What follows belongs to an exercise in optimizing a design on an open flow for small area and a short achievable clock period; a production flow would make more cautious choices. In this exercise RTL edits were held to simulation tests only and were not proved equivalent to the original. Power and IR drop assume default switching activity.

==> flow/design.v <==
module mipspipelined
(
	input clk, reset, accdone,
	input [31:0] instrF,
	input [31:0] readdataM,
	output memwriteM,
	output [31:0] pcF,
	output [31:0] aluoutM,
	output [31:0] writedataM,
	output accbypassA,
	output [31:0] fullinstructionA,
	output [31:0] startaddrA,
	output [31:0] datasizeA
);
	reg [31:2] pc;
	reg [31:0] instrD;           
	reg        validD;           
	reg [31:0] selA, selB;       
	reg        accq;             
	reg [1:0]  acccount;
	reg        accbypassA_r;
	reg [25:0] fiA;              
	reg [31:0] srcaE, srcbE;
	reg [31:0] bE;               
	reg [4:0]  writeregE;
	reg        regwriteE, memtoregE, memwriteE, lsaE, ldsE;
	reg        subE, andE, orE, sumE, sltE;    
	reg        fwdBaluE;         
	reg        fwdAE, fwdBE;     
	reg [31:0] aluoutM_r, writedataM_r;
	reg [4:0]  writeregM;
	reg        regwriteM, memtoregM, memwriteM_r, lsaM, ldsM;
	reg [31:0] ldW;
	reg        lsaW, ldsW;
	reg [31:0] startaddr, datasize;
	reg [31:0] rf [1:31];
	assign pcF = {pc, 2'b00};
	assign aluoutM = aluoutM_r;
	assign writedataM = writedataM_r;
	assign memwriteM = memwriteM_r;
	assign startaddrA = startaddr;
	assign datasizeA = datasize;
	assign accbypassA = accbypassA_r;
	assign fullinstructionA = {{6{accbypassA_r}}, fiA};
	wire [5:0] opD = instrD[31:26] & {6{validD}};
	wire [4:0] rsD = instrD[25:21] & {5{validD}};
	wire [4:0] rtD = instrD[20:16] & {5{validD}};
	wire [4:0] rdD = instrD[15:11] & {5{validD}};
	wire [5:0] functD = instrD[5:0];
	wire isR   = opD == 6'b000000;
	wire isADDI= opD == 6'b001000;
	wire isLW  = opD == 6'b100011;
	wire isSW  = opD == 6'b101011;
	wire isBEQ = opD == 6'b000100;
	wire isJ   = opD == 6'b000010;
	wire isLSA = opD == 6'b111110;
	wire isLDS = opD == 6'b111101;
	wire isACC = opD == 6'b111111;
	wire regwriteD = isR | isADDI | isLW;
	wire memtoregD = isLW | isLSA | isLDS;
	wire alusrcD   = isADDI | isLW | isSW | isLSA | isLDS;
	wire [4:0] writeregD = isR ? rdD : rtD;
	reg  [2:0] alucD;
	always @(*)
		if (!isR) alucD = 3'b010;
		else case (functD)
			6'b100010: alucD = 3'b110;
			6'b100100: alucD = 3'b000;
			6'b100101: alucD = 3'b001;
			6'b101010: alucD = 3'b111;
			default:   alucD = 3'b010;
		endcase
	reg [31:0] rd1, rd2, srcaD, srcbD;
	integer k;
	always @(*) begin
		rd1 = 0;
		rd2 = 0;
		for (k = 1; k < 32; k = k + 1) begin
			rd1 = rd1 | ({32{selA[k]}} & rf[k]);
			rd2 = rd2 | ({32{selB[k]}} & rf[k]);
		end
		srcaD = rd1 | ({32{selA[0]}} & aluoutM_r);
		srcbD = rd2 | ({32{selB[0]}} & aluoutM_r);
	end
	wire equalD = srcaD == srcbD;
	wire pcsrcD = isBEQ & equalD;
	wire lwstall = ((rsD == writeregE) | (rtD == writeregE)) & memtoregE;
	wire branchstall = isBEQ & ((((rsD == writeregE) | (rtD == writeregE)) & regwriteE) |
	                            (((rsD == writeregM) | (rtD == writeregM)) & memtoregM));
	wire stall = lwstall | branchstall;
	wire accb = ~reset & ~accdone & (isACC | accq);
	wire flushD = isJ | pcsrcD | accb;
	wire [29:0] a1 = pc & ((pc << 1) | 30'h1);
	wire [29:0] a2 = a1 & ((a1 << 2) | 30'h3);
	wire [29:0] a3 = a2 & ((a2 << 4) | 30'hf);
	wire [29:0] a4 = a3 & ((a3 << 8) | 30'hff);
	wire [29:0] a5 = a4 & ((a4 << 16) | 30'hffff);
	wire [31:2] pcplus1 = pc ^ {a5[28:0], 1'b1};
	wire [31:2] pcbranch = pc + {{14{instrD[15]}}, instrD[15:0]};
	wire [31:2] pcjump = {pc[31:28], instrD[25:0]};
	wire        hold = stall | accb;
	wire [31:2] pcseq = hold ? pc : isJ ? pcjump : pcplus1;
	wire        takebranch = pcsrcD & ~hold;
	always @(posedge clk, posedge reset)
		if (reset) pc <= 0;
		else pc <= takebranch ? pcbranch : pcseq;
	always @(posedge clk, posedge reset)
		if (reset) validD <= 0;
		else validD <= ~flushD & (validD | ~stall);
	always @(posedge clk)
		if (!(stall | accb)) instrD <= instrF;
	wire [4:0] rsN = stall ? rsD : instrF[25:21];
	wire [4:0] rtN = stall ? rtD : instrF[20:16];
	wire fwdAN = (rsN != 5'd0) & (rsN == writeregE) & regwriteE;
	wire fwdBN = (rtN != 5'd0) & (rtN == writeregE) & regwriteE;
	always @(posedge clk)
		for (k = 0; k < 32; k = k + 1) begin
			selA[k] <= (k == 0) ? fwdAN : ~fwdAN & (rsN == k);
			selB[k] <= (k == 0) ? fwdBN : ~fwdBN & (rtN == k);
		end
	always @(posedge clk) begin
		accq <= accb;
		if (!accb) begin
			acccount <= 0;
			accbypassA_r <= 0;
			fiA <= 0;
		end else begin
			if (acccount != 2'b11) acccount <= acccount + 2'd1;
			accbypassA_r <= acccount == 2'b11;
			fiA <= (acccount == 2'b11) ? instrD[25:0] : 26'd0;
		end
	end
	wire [31:0] resultM = memtoregM ? readdataM : aluoutM_r;
	always @(posedge clk) begin
		srcaE <= rd1 | ({32{selA[0]}} & resultM);
		srcbE <= rd2 | ({32{selB[0]}} & resultM);
		bE <= alusrcD ? {{16{instrD[15]}}, instrD[15:0]} :
		      (rd2 | ({32{selB[0]}} & resultM)) ^ {32{alucD[2]}};
		fwdBaluE <= ~alusrcD & (rtD != 5'd0) & (rtD == writeregE) & regwriteE;
		writeregE <= writeregD;
		subE <= alucD[2];
		andE <= alucD[1:0] == 2'b00;
		orE  <= alucD[1:0] == 2'b01;
		sumE <= alucD[1:0] == 2'b10;
		sltE <= alucD[1:0] == 2'b11;
		fwdAE <= (rsD != 5'd0) & (rsD == writeregE) & regwriteE;
		fwdBE <= (rtD != 5'd0) & (rtD == writeregE) & regwriteE;
	end
	always @(posedge clk, posedge reset)
		if (reset) begin
			regwriteE <= 0; memtoregE <= 0; memwriteE <= 0; lsaE <= 0; ldsE <= 0;
		end else if (stall) begin
			regwriteE <= 0; memtoregE <= 0; memwriteE <= 0; lsaE <= 0; ldsE <= 0;
		end else begin
			regwriteE <= regwriteD;
			memtoregE <= memtoregD;
			memwriteE <= isSW;
			lsaE <= isLSA;
			ldsE <= isLDS;
		end
	wire [31:0] srca2E = fwdAE ? aluoutM_r : srcaE;
	wire [31:0] srcb2E = fwdBE ? aluoutM_r : srcbE;
	wire [31:0] bb = fwdBaluE ? aluoutM_r ^ {32{subE}} : bE;
	wire [31:0] pg0 = srca2E ^ bb;
	wire [31:0] gg0 = (srca2E & bb) | {31'd0, pg0[0] & subE};
	wire [31:0] g1 = gg0 | (pg0 & (gg0 << 1));
	wire [31:0] p1 = pg0 & ((pg0 << 1) | 32'h1);
	wire [31:0] g2 = g1 | (p1 & (g1 << 2));
	wire [31:0] p2 = p1 & ((p1 << 2) | 32'h3);
	wire [31:0] g3 = g2 | (p2 & (g2 << 4));
	wire [31:0] p3 = p2 & ((p2 << 4) | 32'hf);
	wire [31:0] g4 = g3 | (p3 & (g3 << 8));
	wire [31:0] p4 = p3 & ((p3 << 8) | 32'hff);
	wire [31:0] g5 = g4 | (p4 & (g4 << 16));
	wire [31:0] sum = pg0 ^ {g5[30:0], subE};
	wire [31:0] aluoutE = ({32{andE}} & (srca2E & bb)) | ({32{orE}} & (srca2E | bb)) |
	                      ({32{sumE}} & sum) | {31'd0, sltE & sum[31]};
	always @(posedge clk) begin
		aluoutM_r <= aluoutE;
		writedataM_r <= srcb2E;
		writeregM <= writeregE;
	end
	always @(posedge clk, posedge reset)
		if (reset) begin
			regwriteM <= 0; memtoregM <= 0; memwriteM_r <= 0; lsaM <= 0; ldsM <= 0;
		end else begin
			regwriteM <= regwriteE;
			memtoregM <= memtoregE;
			memwriteM_r <= memwriteE;
			lsaM <= lsaE;
			ldsM <= ldsE;
		end
	integer i;
	always @(posedge clk)
		if (regwriteM)
			for (i = 1; i < 32; i = i + 1)
				if (writeregM == i) rf[i] <= resultM;
	always @(posedge clk) ldW <= readdataM;
	always @(posedge clk, posedge reset)
		if (reset) begin
			lsaW <= 0; ldsW <= 0;
		end else begin
			lsaW <= lsaM; ldsW <= ldsM;
		end
	always @(posedge clk, posedge reset)
		if (reset) begin
			startaddr <= 0;
			datasize <= 0;
		end else if (lsaW) startaddr <= ldW;
		else if (ldsW) datasize <= ldW;
endmodule
==> flow/flow/run.sh <==
#!/bin/bash
# The standard ORFS layout (standard.sh) with these changes:
#  - ports are buffered with buf_2 instead of the default delay buffer
#  - CTS uses sink clusters of up to 16 and no dummy loads
set -euo pipefail
bash standard.sh \
  SETUP_SLACK_MARGIN=7 \
  TNS_END_PERCENT=5 \
  "BUFFER_PORTS_ARGS=-buffer_cell sky130_fd_sc_hd__buf_2" \
  "CTS_ARGS=-sink_clustering_enable -repair_clock_nets -dont_use_dummy_load -buf_list sky130_fd_sc_hd__clkbuf_16 -sink_clustering_size 16 -sink_clustering_max_diameter 60" \
  finish > standard_make.log 2>&1
==> flow/standard.sh <==
#!/bin/bash
# synth_recipe.tcl (not shown) runs the flow's synth.tcl, then flattens the netlist and writes it again
# the make line also repeats each setting of config.mk as NAME=value (left out here)
make -C /OpenROAD-flow-scripts/flow DESIGN_CONFIG=/design/flow/config.mk WORK_HOME=/design/flow/orfs CLKGATE_MAP_FILE= SYNTH_SCRIPT=/design/flow/synth_recipe.tcl "${@:-finish}"
==> flow/config.mk <==
export PLATFORM = sky130hd
export DESIGN_NAME = mipspipelined
export DESIGN_NICKNAME = mipspipelined
export VERILOG_FILES = /design/flow/design.v
export SDC_FILE = /design/flow/constraint.sdc
export NUM_CORES = 4
export LEC_CHECK = 0
export CAP_MARGIN = 20
export CORE_MARGIN = 2
export CORE_UTILIZATION = 40
export SLEW_MARGIN = 20
==> flow/constraint.sdc <==
create_clock -name core_clock -period 10.0 [get_ports {clk}]
set_input_delay 2.0000 -clock core_clock [delete_from_list [all_inputs] [get_ports {clk}]]
set_output_delay 2.0000 -clock core_clock [all_outputs]
set_load 0.01 [all_outputs]
==> results of run 1 <==
[stage by stage]
stage / hold slack (ps) / total power, mW / setup WS (ps) / std cells / cell area, µm²
6_report: 350 / 15.1 / 5740 / 7186 / 72500
5_1_grt: 359 / 15.4 / 5740 / 7171 / 72500
4_1_cts: 350 / 14.8 / 6030 / 7147 / 72000
3_5_place_dp: 335 / 10.8 / 4970 / 6884 / 65900
3_3_place_gp: 333 / 10.8 / 4900 / 6884 / 65900
2_1_floorplan: 326 / 9.43 / 6400 / 4778 / 62100
[worst max-delay path, stage by stage (launching register included)]
cell and delay, ps:
dfxtp_4 420, buf_16 200, buf_6 190, a22o_1 210
a221oi_1 250, nand3_1 140, or4_4 620, a211o_1 250
nand4_1 250, nand4_1 170, or4_4 650, buf_12 190
buf_16 140, a21boi_1 120, a221o_1 250
[layer usage]
| layer | up-vias | global-route usage (%) |
|---|---|---|
| li1 | 19712 | - |
| met1 | 25602 | 44.2 |
| met2 | 6061 | 51.4 |
| met3 | 1966 | 19.0 |
| met4 | 26 | 27.3 |
| met5 | - | 1.27 |
[worst paths after layout]
| check | slack [ps] | from | endpoint |
|---|---|---|---|
| max | 5740 | selB[20] | pc[27] |
| min | 350 | lsaM | lsaW |
| max reg2reg | 5740 | selB[20] | pc[27] |
| min reg2reg | 350 | lsaM | lsaW |
| max in group asynchronous | 7210 | reset | startaddr[29] |
| min in group asynchronous | 1510 | reset | memtoregM |
[layout make-up]
| type | instances | area, µm² | area share, % |
|---|---|---|---|
| antenna | 18 | 45.0 | 0.0621 |
| timing repair inverter | 1 | 7.51 | 0.0104 |
| sequential | 1435 | 39700 | 54.8 |
| timing repair buffer | 550 | 5040 | 6.95 |
| inverter | 100 | 383 | 0.528 |
| tap | 2044 | 2560 | 3.53 |
| clock buffer | 114 | 2850 | 3.93 |
| multi-input combinational | 2924 | 21900 | 30.2 |
[power by group through the flow]
stage	Sequential, mW	Clock (mW)	Combinational [mW]
floorplan	7.73	0	1.69
global placement	7.91	0	2.89
detailed placement	7.92	0	2.92
CTS	7.78	4.02	3.04
global route	7.82	4.24	3.37
finish	7.81	4.05	3.22
[placed cells by master, fill, tap and decap left out, types with 19 or more instances in the layout]
cell type / Yosys / layout
edfxtp_1: 1024 / 1024
a22oi_1: 610 / 607
buf_2: 31 / 258
nand2_1: 246 / 243
dfxtp_1: 304 / 231
nand3_1: 191 / 190
buf_4: 9 / 174
a22o_1: 151 / 151
mux2_2: 134 / 134
nor2_1: 166 / 134
a221oi_1: 146 / 128
a21oi_1: 125 / 120
clkbuf_16: 0 / 115
xnor2_1: 113 / 112
o21ai_0: 120 / 108
nand4_1: 106 / 106
dfrtp_1: 107 / 105
inv_1: 98 / 96
ha_1: 95 / 95
nor3_1: 98 / 78
a222oi_1: 64 / 64
mux2i_1: 66 / 63
a21o_1: 60 / 60
buf_12: 0 / 57
xor2_1: 51 / 51
dfxtp_4: 0 / 43
or4_4: 2 / 35
and3_1: 34 / 34
nor2_4: 0 / 31
dfxtp_2: 0 / 30
o221ai_1: 25 / 25
a221oi_2: 2 / 20
buf_8: 0 / 20
and2_1: 20 / 19
nor2b_1: 20 / 19
[logic make-up after synthesis]
| group | synth area share, % |
|---|---|
| compound gates | 17.7 |
| flops | 63.7 |
| simple gates | 8.08 |
| buf+inv | 2.68 |
| mux | 3.50 |
| xor+xnor | 2.32 |
| fa+ha+maj | 2.01 |
| other cells | 0.00605 |
[what timing repair did]
item,4_1_cts,5_1_grt
gates cloned,20,1
setup buffers,129,20
gates resized for setup,337,69
pin swaps,43,17
endpoints found under the setup margin,360,413
==> summary.txt, run 1 <==
- Outcome: complete, no violations
- Initial antenna violation count: 22
- Max reg flops: 992
- Residual DRC count: 0
- Max Buffers Root-to-Sink: 3
- Depth of the CTS H-tree: 3
- Period utilization: a little over two fifths
- Number of global-route vias before repair: 48805
- Clock share of power: 26.9%
- Placer Congestion: 0.991
- NumNets Final: 5291
- Peak VDD IR: around 150 µV
- Top cells by area, synth: edfxtp_1 (50%), dfxtp_1 (9.8%), a22oi_1 (7.4%)
- Met1 wire length: 101000 µm
- Reg clk slew, reported paths: roughly 70 ps
- Maximum operating frequency: 0.235 GHz
- Post-route setup TNS: 0 ps
- Final Hold Viols: 0
- Fraction of registers with async set or reset after synthesis: 7.46%
- CTS tree: built
- Starting Density: 40.3%
- CP max FO: 6
- Worst Skew: 95.1 ps
- Cell with the most instances after synthesis: edfxtp_1
- First-pass GRT wire length: 406000 µm
- Clk sinks: 1435
- Num CTS Buffers: 114
- Finished Core Util: ~47%
- Worst-Margin Slew: about 1200 ps
- Die area: 158000 µm²
- I/O Buffers: about 260
- Met3 Wirelength: approximately 54000 µm
- Remaining Overflow, GRT: 0
- Core footprint: ~150000 µm²
- Avg Synthesized Cell Area: 13.0 µm²
- Setup violators final: 0
- CP Launch Type: register
- Crit. End Element: register
- Primary FF master, synth: edfxtp_1
- Pwr Density: 208 nW/µm²
- Clock latency on the worst-skew pair: roughly 800 ps
- Sw Ratio: between 30% and 40%
- Hold WC Path Type: register to register
- RSZ-0062 raised after global routing: yes
- Internal power: 10.3 mW
- Max_slew headroom: 18.6%
- Max-cap violations: 0
- TritonRoute pass-1 iters: 19
- Largest net degree at the start of global routing: 57
- Via count: approximately 53000
- P&R area growth vs syn: 16.9%
- CTS root buf: clkbuf_16
- # rows: roughly 140
- Post-CTS Hold Buffers: 0
- Die Wd: 398 µm
- DRT antenna net count: 0
- Commonest cells post-synth: edfxtp_1 (1024), a22oi_1 (610), dfxtp_1 (304), nand2_1 (246), clkbuf_1 (228)
- R2R depth: 14
- WP data arrival: 4860 ps
- Synth area leader: edfxtp_1
- WL final: 307000 µm
- Combinational group share of total power: a little over a fifth
- Synth unique cells: 76
- Layout cells sized above 1: around 21%
- Total GRT Usage: a little under two fifths
- Fillers: 13465
- Number of synthesized flops with an enable pin: 1024
- Die span in y: just under 400 µm
- Mapped Cells: 4777
- Register area share after synthesis: a little under two thirds
- Drt wl/cell: 42.8 µm
- Reg with most FFs: rf
- Mapped Area: around 62000 µm²
- Yosys top cell area share: 49.6%
- WP data required: 10600 ps
- Synthesized flop and latch total: ~1400
- Crit Path Class: register to register
- Tmin final: 4260 ps
- WL met2: between 100000 and 150000 µm
- Worst hold stages: 0
- I/O pin total: around 260
- Vias per inst: ~7.4
- Initial DRC Count: 13287
- Synth Warn #: 2
- Leakage: 25.7 nW
- Final Slew Violations: 0
- Post-DP HPWL: 163000 µm
- Net load switching power: 4.77 mW
- Reg power frac: 51.8%
- Max layer used: met5
==> run 2, diff against run 1 <==
==> flow/flow/run.sh (replaced) <==
#!/bin/bash
# The standard ORFS layout (standard.sh) with these changes:
#  - ports are buffered with buf_2 instead of the default delay buffer
#  - CTS does not insert dummy loads
set -euo pipefail
bash standard.sh \
  SETUP_SLACK_MARGIN=7 \
  "BUFFER_PORTS_ARGS=-buffer_cell sky130_fd_sc_hd__buf_2" \
  "CTS_ARGS=-sink_clustering_enable -repair_clock_nets -dont_use_dummy_load" \
  finish > standard_make.log 2>&1
==> summary.txt, run 2 <==
- Max Buffers Root-to-Sink: 3 (unchanged)
- Largest family of logic cells by synthesized area: compound AO/OA/AOI/OAI gates
- Residual DRC count: 0 (unchanged)
- Met3 Track Usage GR: 13.7% (-5.3 points)
- Yosys top cell area share: 49.6% (unchanged)
- Max_slew headroom: 15.2% (-3.4 points)
- Commonest non-fill, non-tap cell in the layout: edfxtp_1
- Synth Warn #: 2 (unchanged)
- Clk sinks: 1435 (unchanged)
- Post-CTS Hold Buffers: 0 (unchanged)
- Hold WC Path Type: register to register
- Clock share of power: 28.9% (+2.0 points)
- Combinational group share of total power: 24.9% (+3.6 points)
- Leakage: 27.3 nW (+6.1%)
- Maximum operating frequency: 0.238 GHz (+1.5%)
- Number of synthesized flops with an enable pin: 1024 (unchanged)
- Primary FF master, synth: edfxtp_1
- Mapped Area: 62000 µm² (unchanged)
- Die Wd: 398 µm (unchanged)
- Met1 Use GR: 46.1% (+1.9 points)
- First-pass GRT wire length: 400000 µm (-1.3%)
- CTS tree: built
- Final Hold Viols: 0 (unchanged)
- Max stage delay on crit path: 680 ps (+30 ps)
- Most frequent cells in the layout: edfxtp_1 (1024), a22oi_1 (605), buf_4 (283), nand2_1 (236), nand3_1 (189)
- Initial DRC Count: 12688 (-4.5%)
- Critical path's slowest cell: or4_4
- Cells along the critical path: buf_12 > a22o_1 > a221oi_1 > nand3_1 > or4_4 > a211o_1 > o311ai_2 > nand4_1 > or4_4 > buf_16 > and2_4 > a221o_1
- Top cells by area, synth: edfxtp_1 (50%), dfxtp_1 (9.8%), a22oi_1 (7.4%)
- Starting Density: 40.3% (unchanged)
- RSZ-0062 raised after global routing: yes
- Via count: 53323 (-0.082%)
- Net load switching power: 5.05 mW (+6.0%)
- Crit. End Element: register
- Commonest cells post-synth: edfxtp_1 (1024), a22oi_1 (610), dfxtp_1 (304), nand2_1 (246), clkbuf_1 (228)
- CTS root buf: clkbuf_16
- I/O Buffers: 258 (unchanged)
- Cell with the most instances after synthesis: edfxtp_1
- WL final: 304000 µm (-1.0%)
- Reg clk slew, reported paths: 60 ps (about the same)
- Setup violators final: 0 (unchanged)
- Post-DP HPWL: 160000 µm (-1.7%)
- CP Launch Type: register
- Final Slew Violations: 0 (unchanged)
- CP bufs+invs: 2 (-2)
- Fin cells: 7369 (+2.5%)
- Number of global-route vias before repair: 49033 (+0.47%)
- Max reg flops: 992 (unchanged)
- Met2 usage: 52.3% (+0.96 points)
- Internal power: 11.5 mW (+11%)
- Period utilization: 42.0% (-0.64 points)
- Delay-heaviest family, CP: simple AND/OR/NAND/NOR gates
- Core footprint: 154000 µm² (unchanged)
- Mapped Cells: 4777 (unchanged)
- Remaining Overflow, GRT: 0 (unchanged)
- TritonRoute pass-1 iters: 14 (-5)
- Post-synthesis simple-gate area fraction: 8.08% (unchanged)
- Synth area leader: edfxtp_1
- Synth Area in Compound Gates: 17.7% (unchanged)
- # rows: 144 (unchanged)
- XOR/XNOR share of the synthesized area: 2.32% (unchanged)
- Setup slack at placement: 4890 ps (-75.7 ps)
- Synthesized flop and latch total: 1435 (unchanged)
- Synth unique cells: 76 (unchanged)
- Worst-Margin Slew: 1260 ps (+42.5 ps)
- Reg with most FFs: rf
- Finished Core Util: 49.8% (+2.8 points)
- Outcome: complete, no violations
- Avg Synthesized Cell Area: 13.0 µm² (unchanged)
- Pwr Density: 215 nW/µm² (+3.5%)
- Tmin final: 4200 ps (-64.2 ps)
- Crit Path Class: register to register
- Post-route setup TNS: 0 ps (unchanged)
- Mux share of post-synthesis cell area: 3.50% (unchanged)
- Top cell by count, worst path: or4_4
- I/O pin total: 261 (unchanged)
- Reg power frac: 46.2% (-5.6 points)
- Sw Ratio: 30.6% (-1.0 points)
- Vias per inst: 7.24 (-2.6%)
- WP data arrival: 4840 ps (-20 ps)
- Layout cells sized above 1: 28.3% (+7.7 points)
- Clock latency on the worst-skew pair: 810 ps (about the same)
- P&R area growth vs syn: 23.8%
- CP max FO: 32 (+26)
- Largest net degree at the start of global routing: 57 (unchanged)
- Final setup margin: 5800 ps (+64.2 ps)
- Num CTS Buffers: 149 (+31%)
- Fin area: 76800 µm² (+5.9%)
- DRT antenna net count: 0 (unchanged)
- Placer Congestion: 0.963 (-2.8%)
- Die span in y: 398 µm (unchanged)
- Fraction of registers with async set or reset after synthesis: 7.46% (unchanged)
- Depth of the CTS H-tree: 4 (+1)
- Initial antenna violation count: 17 (-23%)
- WP data required: 10650 ps (+50 ps)
- Gr busiest metal: met2
- Die area: 158000 µm² (unchanged)
- Drt wl/cell: 41.3 µm (-3.5%)
- NumNets Final: 5479 (+3.6%)
- Peak VDD IR: 196 µV (+31%)
- Register area share after synthesis: 63.7% (unchanged)
- Worst Skew: 51.9 ps (-43.2 ps)
- Dpl cell area: 66200 µm² (+0.43%)
- Post-Synth Adder-Cell Area: 2.01% (unchanged)
- DP Cell Count: 6890 (+0.087%)
- Total GRT Usage: 36.4% (-0.83 points)
- Max-cap violations: 0 (unchanged)
[run 2: per-layer routing]
metal  vias to the layer above  routed length, µm
met5                         -                111
met4                         8              26900
met3                      1666              48300
met2                      5575             125000
met1                     25973             104000
li1                      20101                  -
[run 2: final cells by class]
type	count	area, µm²
well taps	2044	2560
multi-input cells	2925	23100
diodes	13	32.5
inverters	100	385
fillers	12954	77300
flip-flops and latches	1435	39900
repair inverters	1	7.51
repair buffers	702	7080
clock buffers	149	3730
[run 2: per-stage QoR]
step	hold slack, ps	power [mW]
after global placement	331	10.8
after global routing	355	16.9
after CTS	346	16.2
after detailed placement	335	10.9
final	346	16.5
after floorplan	326	9.46
[run 2: power groups by stage]
stage               clock (mW)  sequential, mW  combinational, mW
floorplan                    0            7.74               1.73
global placement             0            7.85               2.97
detailed placement           0            7.86               3.01
CTS                       4.78            7.62               3.83
global route              4.99            7.66               4.28
finish                    4.78            7.64               4.11
[run 2: what timing repair did]
action / 4_1_cts / 5_1_grt
pin swaps: 85 / 71
buffers inserted: 228 / 63
cloned: 19 / 7
resized for setup: 708 / 185
setup endpoints to repair: 375 / 363
[run 2: final timing paths]
kind / startpoint / to / slack (ps) / cells past startpoint
worst max-delay path: selB[4] / pc[29] / 5800 / 12
worst min-delay path: lsaM / lsaW / 350 / 0
worst max register to register: selB[4] / pc[29] / 5800 / 12
worst min register to register: lsaM / lsaW / 350 / 0
max in group asynchronous: reset / datasize[23] / 7440 / 4
min in group asynchronous: reset / pc[16] / 1480 / 3
[run 2: cells by family (layout without fill, tap and decap cells)]
group,Yosys count,in the layout
DFF,1435,1435
other,1,15
muxes,200,200
and+or+nand+nor,1004,1005
buffers and inverters,419,952
adders and majority gates,98,98
xor gates and xnor gates,164,164
AOI/OAI and AO/OA,1456,1456

## static timing again, ports no longer ideal
The flow's constraints put no driver on any port. The routed layouts listed below were extracted and timed again, unchanged, in two steps.
Step 1 sets driving cells, clkbuf_16 on the clock port and buf_2 on the other inputs (assumed; they add their load-dependent delay and slew).
Step 2 times the ports against the registers' clock, not the clock port: input delays grow and output delays shrink by t, the midpoint of the rising clock arrivals with the driver on.
Three values: ideal ports, drivers, drivers and shift; two values: the first two.
run	shift t [ns]	setup slack, ns	slew at the worst register clock pin (ns)	worst data-port slew with drivers (ns)
run 1	0.841	5.739 / 5.739 / 5.739	0.08 / 0.08	0.09
run 2	0.868	5.803 / 5.803 / 5.803	0.07 / 0.07	0.08
After both steps setup and hold are still met in every run listed.
